From an optimization exercise on the open Yosys and OpenROAD flow, aimed at small area and a short achievable clock period; shortcuts taken in it are not production practice. In this exercise RTL edits were held to simulation tests only and were not proved equivalent to the original. Power is estimated from default activity; no workload was simulated.

old:
==> module PE, before the edit <==
module PE (
    input  wire         Clock,
    input  wire         rst_n,
    input  wire         data_clear,
    input  wire         en_b_shift_bottom,
    input  wire         en_shift_right,
    input  wire         en_shift_bottom,
    input  wire [3:0]   step,        
    input  wire         busy,        
    input  wire         valid,       
    input  wire [15:0]  b_in,
    input  wire [15:0]  a_in,
    input  wire [15:0]  ps_in,
    output wire [15:0]  a_shift_to_right,
    output wire [15:0]  b_shift_to_bottom,
    output wire [15:0]  partial_sum_to_bottom
);
    reg [15:0] a_reg;
    reg [15:0] b_reg;
    reg [15:0] acc;
    reg [15:0] ps_reg;
    always @(posedge Clock)
        if (en_shift_right) a_reg <= a_in;
    always @(posedge Clock)
        if (en_b_shift_bottom) b_reg <= b_in;
    assign a_shift_to_right  = a_reg;
    assign b_shift_to_bottom = b_reg;
    wire [4:0] bsel = ({5{step[0]}} & b_reg[15:11])
                    | ({5{step[1]}} & b_reg[11:7])
                    | ({5{step[2]}} & b_reg[7:3])
                    | ({5{step[3]}} & {b_reg[3:0], 1'b0});
    wire [5:0] dnext = {bsel[4] & ~(bsel[3] & bsel[2]),                                    
                        (bsel[4] & ~bsel[3] & ~bsel[2]) | (~bsel[4] & bsel[3] & bsel[2]),  
                        bsel[3] ^ bsel[2],                                                 
                        bsel[2] & ~(bsel[1] & bsel[0]),                                    
                        (bsel[2] & ~bsel[1] & ~bsel[0]) | (~bsel[2] & bsel[1] & bsel[0]),  
                        bsel[1] ^ bsel[0]};                                                
    reg  [5:0] dq;
    always @(posedge Clock or negedge rst_n) begin
        if (!rst_n)
            dq <= 6'd0;
        else if (data_clear)
            dq <= 6'd0;
        else
            dq <= dnext & {6{valid}};
    end
    wire one_l = dq[0], two_l = dq[1], neg_l = dq[2];
    wire one_h = dq[3], two_h = dq[4], neg_h = dq[5];
    reg  [2:0]  cq;
    wire [15:0] a2  = {a_reg[14:0], 1'b0};
    wire [15:0] rl  = (({16{one_l}} & a_reg) | ({16{two_l}} & a2)) ^ {16{neg_l}};
    wire [15:0] rh  = (({16{one_h}} & a_reg) | ({16{two_h}} & a2)) ^ {16{neg_h}};
    wire [15:0] r0  = {acc[11:0], 1'b0, neg_h, 1'b0, neg_l};
    wire [15:0] r2  = {rh[13:0], 2'b00};
    wire [15:0] s1  = r0 ^ rl ^ r2;
    wire [15:0] c1  = {(r0[14:0] & rl[14:0]) | (r0[14:0] & r2[14:0]) | (rl[14:0] & r2[14:0]), 1'b0};
    wire [4:0]  b0  = {1'b0, s1[3:0]}   + {1'b0, c1[3:0]};
    wire [4:0]  b1  = {1'b0, s1[7:4]}   + {1'b0, c1[7:4]};
    wire [4:0]  b2  = {1'b0, s1[11:8]} + {1'b0, c1[11:8]} + {4'b0000, cq[0]};
    wire [3:0]  b3  = s1[15:12] + c1[15:12] + {3'b000, cq[1]};
    wire [15:0] step_sum = {b3, b2[3:0], b1[3:0], b0[3:0]};
    wire [15:0] acc_inc = acc + {3'd0, cq[2], 3'd0, cq[1], 3'd0, cq[0], 4'd0};
    always @(posedge Clock or negedge rst_n) begin
        if (!rst_n) begin
            acc <= 16'd0;
            cq  <= 3'd0;
        end else if (data_clear) begin
            acc <= 16'd0;
            cq  <= 3'd0;
        end else if (busy) begin
            acc <= step_sum;
            cq  <= {b2[4], b1[4], b0[4]};
        end else begin
            acc <= acc_inc;
            cq  <= 3'd0;
        end
    end
    wire [15:0] ps_sum;
    assign ps_sum = ps_in + acc;
    always @(posedge Clock or negedge rst_n) begin
        if (!rst_n)
            ps_reg <= 16'd0;
        else if (data_clear)
            ps_reg <= 16'd0;
        else if (en_shift_bottom)
            ps_reg <= ps_sum;
    end
    assign partial_sum_to_bottom = ps_reg;
endmodule
==> module SystolicArray4x4, before the edit <==
module SystolicArray4x4 (
    input  wire         Clock,
    input  wire         rst_n,
    input  wire         data_clear,
    input  wire         en_b_shift_bottom,
    input  wire         en_shift_right,
    input  wire         en_shift_bottom,
    input  wire [63:0]  a_left_in_flat,
    input  wire [63:0]  b_top_in_flat,
    input  wire [63:0]  ps_top_in_flat,
    output wire [63:0]  ps_bottom_out_flat
);
    reg [3:0] nz_a;
    reg [3:0] nz_b;
    reg [3:0] step;
    reg       busy;
    wire [3:0] nz_a_next = data_clear ? 4'b0000 :
                           en_shift_right ? {nz_a[2:0], 1'b1} : nz_a;
    wire [3:0] nz_b_next = en_b_shift_bottom ? {nz_b[2:0], 1'b1} : nz_b;
    always @(posedge Clock or negedge rst_n) begin
        if (!rst_n) begin
            nz_a <= 4'b0000;
            nz_b <= 4'b0000;
        end else begin
            nz_a <= nz_a_next;
            nz_b <= nz_b_next;
        end
    end
    wire load = en_shift_right | en_b_shift_bottom;
    always @(posedge Clock or negedge rst_n) begin
        if (!rst_n) begin
            step <= 4'd0;
            busy <= 1'b0;
        end else if (load) begin
            step <= 4'b0001;
            busy <= 1'b0;
        end else begin
            step <= {step[2:0], 1'b0};
            busy <= |step;
        end
    end
    wire [15:0] a_wire  [0:3][0:3];
    wire [15:0] b_wire  [0:3][0:3];
    wire [15:0] ps_wire [0:3][0:3];
    genvar r, c;
    generate
        for (r = 0; r < 4; r = r + 1) begin : ROW_BLOCK
            for (c = 0; c < 4; c = c + 1) begin : COL_BLOCK
                wire [15:0] a_in  = (c == 0) ? a_left_in_flat[16*r +: 16] : a_wire[r][c-1];
                wire [15:0] b_in  = (r == 0) ? b_top_in_flat[16*c +: 16]  : b_wire[r-1][c];
                wire [15:0] ps_in = (r == 0) ? ps_top_in_flat[16*c +: 16] : ps_wire[r-1][c];
                PE u_pe (
                    .Clock                  (Clock),
                    .rst_n                  (rst_n),
                    .data_clear             (data_clear),
                    .en_b_shift_bottom      (en_b_shift_bottom),
                    .en_shift_right         (en_shift_right),
                    .en_shift_bottom        (en_shift_bottom),
                    .step                   (step),
                    .busy                   (busy),
                    .valid                  (nz_a[c] & nz_b[r]),
                    .b_in                   (b_in),
                    .a_in                   (a_in),
                    .ps_in                  (ps_in),
                    .a_shift_to_right       (a_wire[r][c]),
                    .b_shift_to_bottom      (b_wire[r][c]),
                    .partial_sum_to_bottom  (ps_wire[r][c])
                );
            end
        end
        for (c = 0; c < 4; c = c + 1) begin : OUT_MAP
            assign ps_bottom_out_flat[16*c +: 16] = ps_wire[3][c];
        end
    endgenerate
endmodule
export LEC_CHECK = 0
export CAP_MARGIN = 20
export CORE_MARGIN = 2
export CORE_UTILIZATION = 40
export PLACE_DENSITY = 0.6
export SETUP_SLACK_MARGIN = 2.8
export SLEW_MARGIN = 20
create_clock -name core_clock -period 5.8 [get_ports {Clock}]
standard.sh (not shown) runs the stock make flow with config.mk's settings and CLKGATE_MAP_FILE= SYNTH_SCRIPT=/design/flow/synth_recipe.tcl, a recipe that flattens the netlist after the stock synthesis.
==> flow/flow/run.sh <==
#!/bin/bash
# Layout flow: the standard ORFS flow, with plain buffers (instead of
# delay cells) on the ports. Each step's full output goes to its own log here.
set -euo pipefail
bash standard.sh synth > flow_synth.log 2>&1
bash standard.sh 'BUFFER_PORTS_ARGS=-buffer_cell sky130_fd_sc_hd__buf_2' finish > flow_layout.log 2>&1
The inputs of new differ from those of old as listed below.
==> flow/design.v, changed modules only <==
module PE (
    input  wire         Clock,
    input  wire         rst_n,
    input  wire         data_clear,
    input  wire         en_b_shift_bottom,
    input  wire         en_shift_right,
    input  wire         en_shift_bottom,
    input  wire [3:0]   step,        
    input  wire         busy,        
    input  wire         load,        
    input  wire         valid,       
    input  wire [15:0]  b_in,
    input  wire [15:0]  a_in,
    input  wire [15:0]  ps_in,
    output wire [15:0]  a_shift_to_right,
    output wire [15:0]  b_shift_to_bottom,
    output wire [15:0]  partial_sum_to_bottom
);
    reg [15:0] a_reg;
    reg [15:0] b_reg;
    reg [15:0] acc;
    reg [15:0] ps_reg;
    always @(posedge Clock)
        if (en_shift_right) a_reg <= a_in;
    always @(posedge Clock)
        if (en_b_shift_bottom) b_reg <= b_in;
    assign a_shift_to_right  = a_reg;
    assign b_shift_to_bottom = b_reg;
    wire [4:0] bsel = ({5{step[0]}} & b_reg[15:11])
                    | ({5{step[1]}} & b_reg[11:7])
                    | ({5{step[2]}} & b_reg[7:3])
                    | ({5{step[3]}} & {b_reg[3:0], 1'b0});
    wire [5:0] dnext = {bsel[4] & ~(bsel[3] & bsel[2]),                                    
                        (bsel[4] & ~bsel[3] & ~bsel[2]) | (~bsel[4] & bsel[3] & bsel[2]),  
                        bsel[3] ^ bsel[2],                                                 
                        bsel[2] & ~(bsel[1] & bsel[0]),                                    
                        (bsel[2] & ~bsel[1] & ~bsel[0]) | (~bsel[2] & bsel[1] & bsel[0]),  
                        bsel[1] ^ bsel[0]};                                                
    reg  [5:0] dq;
    always @(posedge Clock or negedge rst_n) begin
        if (!rst_n)
            dq <= 6'd0;
        else if (load | data_clear)
            dq <= 6'd0;
        else
            dq <= dnext & {6{valid}};
    end
    wire one_l = dq[0], two_l = dq[1], neg_l = dq[2];
    wire one_h = dq[3], two_h = dq[4], neg_h = dq[5];
    wire [15:0] a2  = {a_reg[14:0], 1'b0};
    wire [15:0] rl  = (({16{one_l}} & a_reg) | ({16{two_l}} & a2)) ^ {16{neg_l}};
    wire [15:0] rh  = (({16{one_h}} & a_reg) | ({16{two_h}} & a2)) ^ {16{neg_h}};
    wire [15:0] r0  = {acc[11:0], 1'b0, neg_h, 1'b0, neg_l};
    wire [15:0] r1  = rl;
    wire [15:0] r2  = {rh[13:0], 2'b00};
    wire [15:0] s2  = r0 ^ r1 ^ r2;
    wire [15:0] c2  = {(r0[14:0] & r1[14:0]) | (r0[14:0] & r2[14:0]) | (r1[14:0] & r2[14:0]), 1'b0};
    wire [15:0] acc_sum;
    assign acc_sum = s2 + c2;
    always @(posedge Clock or negedge rst_n) begin
        if (!rst_n)
            acc <= 16'd0;
        else if (load | data_clear)
            acc <= 16'd0;
        else if (busy)
            acc <= acc_sum;
    end
    wire [15:0] ps_sum;
    assign ps_sum = ps_in + acc;
    always @(posedge Clock or negedge rst_n) begin
        if (!rst_n)
            ps_reg <= 16'd0;
        else if (data_clear)
            ps_reg <= 16'd0;
        else if (en_shift_bottom)
            ps_reg <= ps_sum;
    end
    assign partial_sum_to_bottom = ps_reg;
endmodule
module SystolicArray4x4 (
    input  wire         Clock,
    input  wire         rst_n,
    input  wire         data_clear,
    input  wire         en_b_shift_bottom,
    input  wire         en_shift_right,
    input  wire         en_shift_bottom,
    input  wire [63:0]  a_left_in_flat,
    input  wire [63:0]  b_top_in_flat,
    input  wire [63:0]  ps_top_in_flat,
    output wire [63:0]  ps_bottom_out_flat
);
    reg [3:0] nz_a;
    reg [3:0] nz_b;
    reg [3:0] step;
    reg       busy;
    wire [3:0] nz_a_next = data_clear ? 4'b0000 :
                           en_shift_right ? {nz_a[2:0], 1'b1} : nz_a;
    wire [3:0] nz_b_next = en_b_shift_bottom ? {nz_b[2:0], 1'b1} : nz_b;
    always @(posedge Clock or negedge rst_n) begin
        if (!rst_n) begin
            nz_a <= 4'b0000;
            nz_b <= 4'b0000;
        end else begin
            nz_a <= nz_a_next;
            nz_b <= nz_b_next;
        end
    end
    wire load = en_shift_right | en_b_shift_bottom;
    always @(posedge Clock or negedge rst_n) begin
        if (!rst_n) begin
            step <= 4'd0;
            busy <= 1'b0;
        end else if (load) begin
            step <= 4'b0001;
            busy <= 1'b0;
        end else begin
            step <= {step[2:0], 1'b0};
            busy <= |step;
        end
    end
    wire [15:0] a_wire  [0:3][0:3];
    wire [15:0] b_wire  [0:3][0:3];
    wire [15:0] ps_wire [0:3][0:3];
    genvar r, c;
    generate
        for (r = 0; r < 4; r = r + 1) begin : ROW_BLOCK
            for (c = 0; c < 4; c = c + 1) begin : COL_BLOCK
                wire [15:0] a_in  = (c == 0) ? a_left_in_flat[16*r +: 16] : a_wire[r][c-1];
                wire [15:0] b_in  = (r == 0) ? b_top_in_flat[16*c +: 16]  : b_wire[r-1][c];
                wire [15:0] ps_in = (r == 0) ? ps_top_in_flat[16*c +: 16] : ps_wire[r-1][c];
                PE u_pe (
                    .Clock                  (Clock),
                    .rst_n                  (rst_n),
                    .data_clear             (data_clear),
                    .en_b_shift_bottom      (en_b_shift_bottom),
                    .en_shift_right         (en_shift_right),
                    .en_shift_bottom        (en_shift_bottom),
                    .step                   (step),
                    .busy                   (busy),
                    .load                   (load),
                    .valid                  (nz_a[c] & nz_b[r]),
                    .b_in                   (b_in),
                    .a_in                   (a_in),
                    .ps_in                  (ps_in),
                    .a_shift_to_right       (a_wire[r][c]),
                    .b_shift_to_bottom      (b_wire[r][c]),
                    .partial_sum_to_bottom  (ps_wire[r][c])
                );
            end
        end
        for (c = 0; c < 4; c = c + 1) begin : OUT_MAP
            assign ps_bottom_out_flat[16*c +: 16] = ps_wire[3][c];
        end
    endgenerate
endmodule
[summary]
new vs. old: portion of total power attributed to combinational logic decreased by 3.7 points relative to the old numbers; global-route wire length before repair increased by about 0.5% relative to the old numbers. The pin count of the biggest net entering global routing of new falls short of that of old by 2. Where total standard cell area after synthesis is concerned, old is outperformed by new. In the reports, the flip-flop count of new falls short of that of old. Compared with old, new shows a lower number of antenna violations at the first check in global routing. Diff old -> new: post-detailed-routing wire length -0.47%; final area now sits higher; number of library cell types mapped by synthesis decreased 2.3%; xor and xnor area share after synthesis went down. Relative to old, relative area change from synthesis to final layout increased by 8.5 points in new.

[re-timing with driven ports]
The flow's constraints put no driver on any port. The routed layouts listed below were extracted and timed again, unchanged, in two steps.
Step 1 sets driving cells, clkbuf_16 on the clock port and buf_2 on the other inputs (assumed; they add their load-dependent delay and slew).
Step 2 times the ports against the registers' clock, not the clock port: input delays grow and output delays shrink by t, the midpoint of the rising clock arrivals with the driver on.
Slacks: ideal / step 1 / step 2; pairs: ideal / step 1.
| run | shift t [ns] | setup WS [ns] | latest minus earliest clock arrival (ns) |
|---|---|---|---|
| old | 0.877 | 2.841 / 2.851 / 1.996 | 0.045 / 0.045 |
| new | 0.875 | 2.522 / 2.522 / 2.027 | 0.025 / 0.025 |
After both steps every run listed still meets setup and hold. The setup slack of old, which loses most, moves by +0.010 ns with the drivers and by -0.845 ns with both steps.
